Context: an optimization exercise on an open-source flow, tuned for small area. The choices shown serve that exercise and are no tape-out recipe. Function was checked by simulation only, so behaviour that the tests miss may differ from the original. Power is estimated from default activity; no workload was simulated.

## design/flow/design.v

```verilog
`timescale 1ns / 1ps
`default_nettype none
module top_level(
    input logic clk,
    input logic up_sw1,
    input logic down_sw1,
    input logic up_sw2,
    input logic down_sw2,
    input logic reset,
    input logic serve,
    input logic [9:0] vga_x,
    input logic [9:0] vga_y,
    input logic frame,
    output logic [3:0] vgaRed,
    output logic [3:0] vgaGreen,
    output logic [3:0] vgaBlue,
    output logic [7:0] an_n,
    output logic [6:0] segments_n
    );
    logic [7:0] pl, pr;
    logic [8:0] bx;
    logic [9:0] by;
    logic vis, pend, dir, win;
    logic r, g, b;
    padctr u_pl(.clk(clk), .reset(reset), .up(frame & up_sw1 & ~down_sw1),
                .dn(frame & down_sw1 & ~up_sw1), .p(pl));
    padctr u_pr(.clk(clk), .reset(reset), .up(frame & up_sw2 & ~down_sw2),
                .dn(frame & down_sw2 & ~up_sw2), .p(pr));
    ballctl u_ball(.clk(clk), .reset(reset), .frame(frame), .serve(serve), .pl(pl), .pr(pr),
                   .win(win), .bx(bx), .by(by), .vis(vis), .pend(pend), .dir(dir));
    scores u_sc(.clk(clk), .reset(reset), .frame(frame), .pend(pend), .dir(dir), .win(win),
                .an_n(an_n), .segments_n(segments_n));
    pix u_pix(.vga_x(vga_x), .vga_y(vga_y), .pl(pl), .pr(pr), .bx(bx), .by(by), .vis(vis),
              .r(r), .g(g), .b(b));
    assign vgaRed = {4{r}};
    assign vgaGreen = {4{g}};
    assign vgaBlue = {4{b}};
endmodule
module padctr(
    input logic clk, reset, up, dn,
    output logic [7:0] p
    );
    logic u, d;
    logic [8:0] cu, cd;
    assign u = up && !(!p[7] && !p[5] && !p[4] && !p[3] && !p[1] && !p[0]);
    assign d = dn && !(p[7] && p[6] && p[4] && p[3] && p[1] && p[0]);
    always_comb begin
        cu[0] = u;
        cd[0] = d;
        for (int i = 0; i < 8; i++) begin
            cu[i+1] = cu[i] & ~p[i];
            cd[i+1] = cd[i] & p[i];
        end
    end
    always_ff @(posedge clk)
        if (reset) p <= 8'd131;
        else p <= p ^ (cu[7:0] | cd[7:0]);
endmodule
module ballctl(
    input logic clk, reset, frame, serve,
    input logic [7:0] pl, pr,
    input logic win,
    output logic [8:0] bx,
    output logic [9:0] by,
    output logic vis, pend, dir
    );
    localparam logic [1:0] S_L = 2'd0, S_R = 2'd1, PLAY = 2'd2, OVER = 2'd3;
    logic [9:0] vy;
    logic [1:0] st;
    logic [2:0] spd;
    logic ydir;
    logic moving, play, srv, mv, mvnm, miss, missr, wall, zone, hit, hitx;
    logic [7:0] psel;
    logic [8:0] f;
    logic [9:0] fb;
    logic [9:0] d;
    logic top, bot;
    assign moving = (vy != 10'd0);
    assign play  = (st == PLAY);
    assign vis   = (st != OVER);
    assign srv   = frame && !st[1] && serve;           
    assign pend  = play && !moving;                    
    assign mv    = frame && play && moving;            
    assign missr = bx[8] && bx[7] && bx[0];            
    assign miss  = (bx[8:4] == 5'd0) || missr;         
    assign mvnm  = mv && !miss;
    assign wall  = (by <= 10'd136) || (by >= 10'd502);
    assign zone  = (bx[8:1] == 8'd8) || (bx >= 9'd378 && bx <= 9'd382);
    assign psel  = bx[8] ? pr : pl;
    always_comb begin
        fb[0] = 1'b0;
        for (int i = 0; i < 9; i++) begin
            logic a, s;
            a = by[i+1];
            s = (i < 8) ? psel[i] : 1'b0;
            f[i] = a ^ s ^ fb[i];
            fb[i+1] = (~a & s) | (~(a ^ s) & fb[i]);
        end
    end
    assign d = {f, by[0]};
    assign hit = zone && (d < 10'd75);
    assign top = (d < 10'd25);
    assign bot = (d >= 10'd50);
    assign hitx = mvnm && !wall && hit;                
    always_ff @(posedge clk)
        if (reset) begin
            ydir <= 1'b0;
            spd <= 3'd1;
        end else if (frame) begin
            ydir <= ~ydir;
            spd <= (spd == 3'd5) ? 3'd1 : spd + 3'd1;
        end
    logic negv, incv, decv;
    logic [9:0] va, w, vsum;
    logic [10:0] ci, cd;
    assign negv = (srv && !ydir) || (mvnm && wall);
    assign decv = hitx && top && (vy[9:1] != 9'd0);
    assign incv = negv || (hitx && bot && (vy[9:3] == 7'd0) && (vy[2:0] < 3'd5));
    assign va   = vy | {7'd0, srv ? spd : 3'd0};       
    assign w    = va ^ {10{negv}};
    always_comb begin
        ci[0] = incv;
        cd[0] = decv;
        for (int i = 0; i < 10; i++) begin
            ci[i+1] = ci[i] & w[i];
            cd[i+1] = cd[i] & ~w[i];
        end
    end
    assign vsum = w ^ (ci[9:0] | cd[9:0]);
    logic addy;
    logic [9:0] ya, ysum;
    logic [10:0] yc;
    assign addy = mvnm && !hitx;
    assign ya = addy ? vsum : 10'd0;
    always_comb begin
        yc[0] = 1'b0;
        for (int i = 0; i < 10; i++) begin
            ysum[i] = by[i] ^ ya[i] ^ yc[i];
            yc[i+1] = (by[i] & ya[i]) | ((by[i] ^ ya[i]) & yc[i]);
        end
    end
    logic xs, odd;
    logic [9:0] xu, xd;
    logic [8:0] xt;
    assign xs  = ~(hitx ^ dir);                        
    assign odd = mvnm && !hitx;
    always_comb begin
        xt[0] = odd;
        xu[1] = mvnm && !xs && (hitx || bx[0]);
        xd[1] = mvnm && xs && (hitx || !bx[0]);
        for (int i = 1; i < 9; i++) begin
            xt[i] = xu[i] | xd[i];
            xu[i+1] = xu[i] & bx[i];
            xd[i+1] = xd[i] & ~bx[i];
        end
    end
    always_ff @(posedge clk)
        if (reset || (mv && miss)) begin
            bx <= 9'd200;
            by <= 10'd300;
            vy <= 10'd0;
        end else begin
            bx <= bx ^ xt;
            by <= ysum;
            vy <= vsum;
        end
    always_ff @(posedge clk)
        if (reset) begin
            dir <= 1'b0;
            st <= S_R;
        end else if (frame) begin
            if (srv) begin
                st <= PLAY;
                dir <= st[0];
            end else if (pend) begin
                if (win) st <= OVER;
                else st <= dir ? S_L : S_R;
            end else if (mv && miss) begin
                dir <= missr;
            end else if (hitx) begin
                dir <= ~dir;
            end
        end
endmodule
module bcd(
    input logic clk, clr, en,
    output logic [3:0] q,
    output logic co
    );
    assign co = en && q[3] && q[0];                    
    always_ff @(posedge clk)
        if (clr) q <= 4'd0;
        else begin
            q[0] <= q[0] ^ en;
            q[1] <= q[1] ^ (en && q[0] && !q[3]);
            q[2] <= q[2] ^ (en && q[0] && q[1]);
            q[3] <= q[3] ^ (en && q[0] && (q[1] && q[2] || q[3]));
        end
endmodule
module scores(
    input logic clk, reset, frame, pend, dir,
    output logic win,
    output logic [7:0] an_n,
    output logic [6:0] segments_n
    );
    logic [3:0] in0, in1, in6, in7;
    logic upd_l, upd_r, c0, c6, clr;
    assign upd_l = frame && pend && dir;
    assign upd_r = frame && pend && !dir;
    assign clr = reset && frame;
    assign win = dir ? (in7 != 4'd0) : (in1 != 4'd0);
    bcd u0(.clk(clk), .clr(clr), .en(upd_r), .q(in0), .co(c0));
    bcd u1(.clk(clk), .clr(clr), .en(c0), .q(in1), .co());
    bcd u6(.clk(clk), .clr(clr), .en(upd_l), .q(in6), .co(c6));
    bcd u7(.clk(clk), .clr(clr), .en(c6), .q(in7), .co());
    logic [16:0] dv;
    logic [2:0] q;
    logic tick;
    assign tick = (dv[15:0] == 16'h6461);
    always_ff @(posedge clk)
        if (reset) dv <= 17'h19a10;
        else dv <= {dv[15:0], dv[16] ^ dv[5] ^ tick};
    always_ff @(posedge clk)
        if (reset) q <= 3'd0;
        else q <= q ^ {tick & q[1] & q[0], tick & q[0], tick};
    logic [3:0] dg;
    always_comb
        case (q)
            3'd0: dg = in0;
            3'd1: dg = in1;
            3'd6: dg = in6;
            3'd7: dg = in7;
            default: dg = 4'd0;
        endcase
    logic [6:0] seg;
    assign seg[6] = dg[3] | dg[1] | (dg[2] & dg[0]) | (!dg[2] & !dg[0]);
    assign seg[5] = !dg[2] | (dg[1] & dg[0]) | (!dg[1] & !dg[0]);
    assign seg[4] = dg[2] | !dg[1] | dg[0];
    assign seg[3] = (!dg[2] & !dg[0]) | (!dg[2] & dg[1]) | (dg[1] & !dg[0]) | (dg[2] & !dg[1] & dg[0]);
    assign seg[2] = (!dg[2] & !dg[0]) | (dg[1] & !dg[0]);
    assign seg[1] = dg[3] | (!dg[1] & !dg[0]) | (dg[2] & !dg[1]) | (dg[2] & !dg[0]);
    assign seg[0] = dg[3] | (!dg[2] & dg[1]) | (dg[2] & !dg[1]) | (dg[1] & !dg[0]);
    assign segments_n = ~seg;
    assign an_n = ~{q == 3'd7, q == 3'd6, 4'b0000, q == 3'd1, q == 3'd0};
endmodule
module pix(
    input logic [9:0] vga_x, vga_y,
    input logic [7:0] pl, pr,
    input logic [8:0] bx,
    input logic [9:0] by,
    input logic vis,
    output logic r, g, b
    );
    logic wallpix, netpix, lpad, rpad, ballpix, padrow;
    logic [7:0] pdisp;
    logic [8:0] e;  logic [9:0] ce;    
    logic [8:0] dx; logic [9:0] cx;    
    logic [9:0] dy; logic [10:0] cy;   
    assign pdisp = vga_x[9] ? pr : pl;
    always_comb begin
        ce[0] = 1'b0; cx[0] = 1'b0; cy[0] = 1'b0;
        for (int i = 0; i < 9; i++) begin
            logic a, s;
            a = vga_y[i+1]; s = (i < 8) ? pdisp[i] : 1'b0;
            e[i] = a ^ s ^ ce[i];
            ce[i+1] = (~a & s) | (~(a ^ s) & ce[i]);
            a = vga_x[i+1]; s = bx[i];
            dx[i] = a ^ s ^ cx[i];
            cx[i+1] = (~a & s) | (~(a ^ s) & cx[i]);
        end
        for (int i = 0; i < 10; i++) begin
            logic a, s;
            a = vga_y[i]; s = by[i];
            dy[i] = a ^ s ^ cy[i];
            cy[i+1] = (~a & s) | (~(a ^ s) & cy[i]);
        end
    end
    assign wallpix = (vga_x < 10'd799) && (vga_y[9:3] == 7'd16 || vga_y[9:3] == 7'd64);
    assign netpix  = (vga_x[9:2] == 8'd99 || vga_x[9:2] == 8'd100) && !vga_y[9] && vga_y[4]
                     && (vga_y[8] || vga_y[7]);
    assign padrow  = !ce[9] && ({e, vga_y[0]} < 10'd75);
    assign lpad    = padrow && (vga_x >= 10'd25) && (vga_x < 10'd35);
    assign rpad    = padrow && (vga_x >= 10'd765) && (vga_x < 10'd775);
    assign ballpix = vis && !cx[9] && (dx < 9'd5) && !cy[10] && (dy < 10'd10);
    assign r = wallpix | netpix | lpad | ballpix;
    assign g = wallpix | netpix | ballpix;
    assign b = wallpix | netpix | rpad;
endmodule
```

## design/flow/config.mk

```make
export PLATFORM = sky130hd
export DESIGN_NAME = top_level
export DESIGN_NICKNAME = top_level
export VERILOG_FILES = /design/flow/design.v
export SDC_FILE = /design/flow/constraint.sdc
export NUM_CORES = 4
export LEC_CHECK = 0
export CAP_MARGIN = 20
export CORE_MARGIN = 2
export CORE_UTILIZATION = 40
export SLEW_MARGIN = 20
```

## design/flow/run.sh

```bash
#!/bin/bash
# synth_recipe.tcl (not shown) runs the flow's synth.tcl, then flattens the netlist and writes it again
# the make line also repeats each setting of config.mk as NAME=value (left out here)
make -C /OpenROAD-flow-scripts/flow DESIGN_CONFIG=/design/flow/config.mk WORK_HOME=/design/flow/orfs CLKGATE_MAP_FILE= SYNTH_SCRIPT=/design/flow/synth_recipe.tcl finish
```

## design/flow/constraint.sdc

```tcl
create_clock -name core_clock -period 20.0 [get_ports {clk}]
set_input_delay 4.0000 -clock core_clock [delete_from_list [all_inputs] [get_ports {clk}]]
set_output_delay 4.0000 -clock core_clock [all_outputs]
set_load 0.01 [all_outputs]
```

==> run summary <==
[how the worst min path moves through the flow]
| stage | cells past startpoint | slack [ns] | startpoint | to |
|---|---|---|---|---|
| after floorplan | 1 | 0.41 | u_sc.dv[10]$_SDFF_PP0_ | u_sc.dv[11]$_SDFF_PP1_ |
| after global placement | 1 | 0.42 | u_sc.dv[10]$_SDFF_PP0_ | u_sc.dv[11]$_SDFF_PP1_ |
| after detailed placement | 1 | 0.43 | u_sc.dv[14]$_SDFF_PP0_ | u_sc.dv[15]$_SDFF_PP1_ |
| after CTS | 1 | 0.44 | u_sc.dv[14]$_SDFF_PP0_ | u_sc.dv[15]$_SDFF_PP1_ |
| after global routing | 1 | 0.45 | u_sc.dv[10]$_SDFF_PP0_ | u_sc.dv[11]$_SDFF_PP1_ |
| final | 1 | 0.43 | u_sc.dv[10]$_SDFF_PP0_ | u_sc.dv[11]$_SDFF_PP1_ |
[cell usage in the layout, fill, tap and decap left out, types with 5 or more instances in the layout]
cell type        netlist  final
inv_1                 58     58
nand2_1               42     42
clkbuf_16              0      9
nand3_1               20     20
xor2_1                16     16
ha_1                  10     10
nor4_1                11     11
mux2_2                13     13
a21oi_1               23     23
or3_1                  6      6
xnor2_1               26     26
a31oi_1                7      7
and3_1                 9      9
fa_1                  39     39
dfxtp_1               88     88
nor2b_1               23     23
nand4_1               15     15
a211oi_1               7      7
or2_2                  8      8
a22o_1                 5      5
o21bai_1               5      5
mux2i_1               18     18
o21ai_0               17     17
clkdlybuf4s50_1        0     50
nor4bb_1               5      5
nor3_1                33     33
and2_1                 8      8
nor2_1                81     81
nand2b_1              17     17
o21a_1                 5      5
[power groups by stage]
stage                     combinational, mW  clock (mW)  sequential (mW)
final                                0.0714       0.191            0.192
after global routing                 0.0799       0.201            0.193
after CTS                            0.0716       0.194            0.192
after detailed placement             0.0710           0            0.196
after global placement               0.0692           0            0.196
after floorplan                      0.0549           0            0.191
[state kept, by name (all words and copies together) (netlist names)]
| name | count |
|---|---|
| u_sc.dv | 17 |
| u_ball.by | 10 |
| u_ball.vy | 10 |
| u_ball.bx | 9 |
| u_pl.p | 8 |
| u_pr.p | 8 |
| u_sc.u0.q | 4 |
| u_sc.u1.q | 4 |
| u_sc.u6.q | 4 |
| u_sc.u7.q | 4 |
| u_ball.spd | 3 |
| u_sc.q | 3 |
| u_ball.st | 2 |
| u_ball.dir | 1 |
| u_ball.ydir | 1 |
[through the flow]
stage | utilization | instances | total power [mW] | hold WS, ns
global route | 0.464 | 936 | 0.474 | 0.451
finish | 0.464 | 936 | 0.455 | 0.430
floorplan | - | 728 | 0.246 | 0.405
detailed placement | 0.442 | 920 | 0.267 | 0.425
global placement | 0.442 | 920 | 0.265 | 0.415
CTS | 0.464 | 936 | 0.458 | 0.439
[layout make-up]
| class | instances | area share |
|---|---|---|
| multi-input cells | 535 | 0.564 |
| flip-flops and latches | 88 | 0.251 |
| repair buffers | 51 | 0.0723 |
| clock buffers | 11 | 0.0360 |
| well taps | 188 | 0.0335 |
| inverters | 58 | 0.0310 |
| clock inverters | 5 | 0.0123 |
[metal layers]
metal	vias to the layer above	wire length, µm	part of all wire
li1	2509	-	-
met1	2406	6870	0.47
met2	102	6970	0.48
met3	16	527	0.036
met4	0	172	0.012
met5	-	0	0
[cell families (layout without fill, tap and decap cells)]
logic type | after synthesis | in the layout | share of synthesized area
other | 1 | 4 | 0.000607
adder cells (fa/ha/maj) | 49 | 49 | 0.147
flip-flops | 88 | 88 | 0.285
AND/OR/NAND/NOR | 306 | 306 | 0.266
XOR/XNOR | 42 | 42 | 0.0595
AO/OA/AOI/OAI | 103 | 103 | 0.115
multiplexers | 31 | 31 | 0.0528
buffers and inverters | 105 | 125 | 0.0751
==> impl_metrics.ini <==
[outcome]
status = no timing/DRC/antenna violations

[timing]
min_period_ns = 13.17
slew_headroom = 0.356
worstMarginPinSlew_ns = 0.963
grt_setup_unrepaired = no
fin_crit_sh = 0.658
fin_tns_setup_ns = 0
final_max_slew_viol_count = 0
fmax_mhz = 75.9
setup_slack_ns = 6.83
hold_viol = 0
setup_viol = 0
fin_skew_ns = 0.00619

[synth]
ys_async_sr_fraction = 0
ys_seq_area_frac = 0.285
yosysMostFrequentCell = dfxtp_1
synth_commonest_cells = dfxtp_1, nor2_1, inv_1
synth_area_leaders = dfxtp_1, fa_1, nor2_1
ys_types = 65
synth_enable_flop_cells = 0
ys.flop_type = dfxtp_1
post_synth_inst_count = 725
synth_top_area_frac = 0.285
yosys_warnings = 5
syn_area_mm2 = 0.00618
syn_area_per_cell_um2 = 8.53
synth-seq-cells = 88
yosys.area.top_type = dfxtp_1

[drt]
antenna_left = 0
drtIter0Drc = 250
vias = 5033
wirelength_um = 14500
via_per_inst = 5.38
wl_per_cell_um = 15.5
drtPass1Iterations = 6
drc_errors = 0

[pwr]
power_density_mw_per_mm2 = 64.7
power.internal_mw = 0.333
p_switching_mw = 0.122
vdd_drop_max_mv = 0.0366
p_sw_frac = 0.268
p_clk_frac = 0.420
seqPwrFrac = 0.423
total_leakage_power_nw = 2.80
power_frac_comb = 0.157

[worst_setup_path]
worstSetupEndpointType = output port
cp.depth = 21
worst-endpoint-required_ns = 16.00
crit_buf_inv = 8
critPathKind = input pin to output port
crit_fanout = 13
worstSetupStartpointType = input pin
arrival_ns = 9.17
critical_path.cell_chain = clkdlybuf4s50_1 -> mux2_2 -> ha_1 -> fa_1 -> inv_1 -> fa_1 -> inv_1 -> fa_1 -> inv_1 -> fa_1 -> inv_1 -> fa_1 -> inv_1 -> fa_1 -> inv_1 -> fa_1 -> ha_1 -> nand2_1 -> nor4_1 -> a31o_2 -> clkdlybuf4s50_1
r2r-end = u_ball.by[9]$_SDFF_PP0_
crit_family = adder cells
rr_startpoint = u_ball.bx[8]$_SDFF_PP0_
crit_path_end = vgaRed[3]
critical-path-max-stage-delay_ns = 0.83
worst_setup_path_startpoint = vga_x[9]
worst_path_most_repeated_cell = fa_1
r2r_cells = 32
r2r_setup_slack_ns = 10.65
slowest_stage = clkdlybuf4s50_1

[run]
drv_cap = 0

[placed_design]
pre_cts_slack_ns = 6.86
gp_congestion = 0.925
io_buffers = 50
dpl_cell_area_mm2 = 0.00669
dp_hpwl_um = 11100

[die]
die_w_um = 128
die_y_um = 128
die-area_mm2 = 0.0165
start_util = 0.408
io_pins = 55
coreArea_mm2 = 0.0151
rows = 45

[global_route]
use_met1 = 0.247
grt-ovfl-total = 0
gr-usage-all-layers = 0.185
top_usage_layer = met2
gr-usage-met2 = 0.307
antenna_found_initial = 0
grt_max_degree = 48
grt_pass1_vias = 4919
grt_pass1_wl_um = 24300
grtUsageMet3 = 0.0355

[clock_network]
clk_pin_slew_ns = 0.06
cts_root_buf = clkbuf_16
cts_max_path_buffers = 2
cts_hold_buf = 0
post_cts_buffers = 0
insertion_delay_ns = 0.35
cts_tree = yes
clock-sinks = 88
cts_made_buffers = 9
ctsResizeCount = 0
h-tree-depth = 3

[cells_and_area]
multi_input_area_mm2 = 0.00397
antenna_cells = 0
syn2layout_area_growth_pct = 13.7
finalNetCount = 820
fillers = 1426
drive_gt1_frac = 0.0615
design_area_mm2 = 0.00703
regArea_mm2 = 0.00176

[min_path]
worstHoldPathType = register to register

[port drivers added, routing unchanged]
In the flow no input, the clock included, has a driving cell. The finished layout below was timed again as built, in two steps.
Step 1 sets driving cells, clkbuf_16 on the clock port and buf_2 on the other inputs (assumed; they add their load-dependent delay and slew).
Step 2 moves the port delays by t, midway between the first and last clock arrival at a register: inputs arrive t later, outputs are due t later. That takes back most of the time a late clock gives input paths.
Slacks: ideal / step 1 / step 2; pairs: ideal / step 1.
shift t [ns]: 0.387
setup slack, ns: 6.832 / 6.806 / 6.806
clock arrival spread, ns: 0.006 / 0.007
slew at the worst register clock pin (ns): 0.07 / 0.07
pins driven straight from the clock port: 1
After both steps setup and hold are still met in this run. The setup slack of this run moves by -0.026 ns with the drivers and by -0.026 ns with both steps.
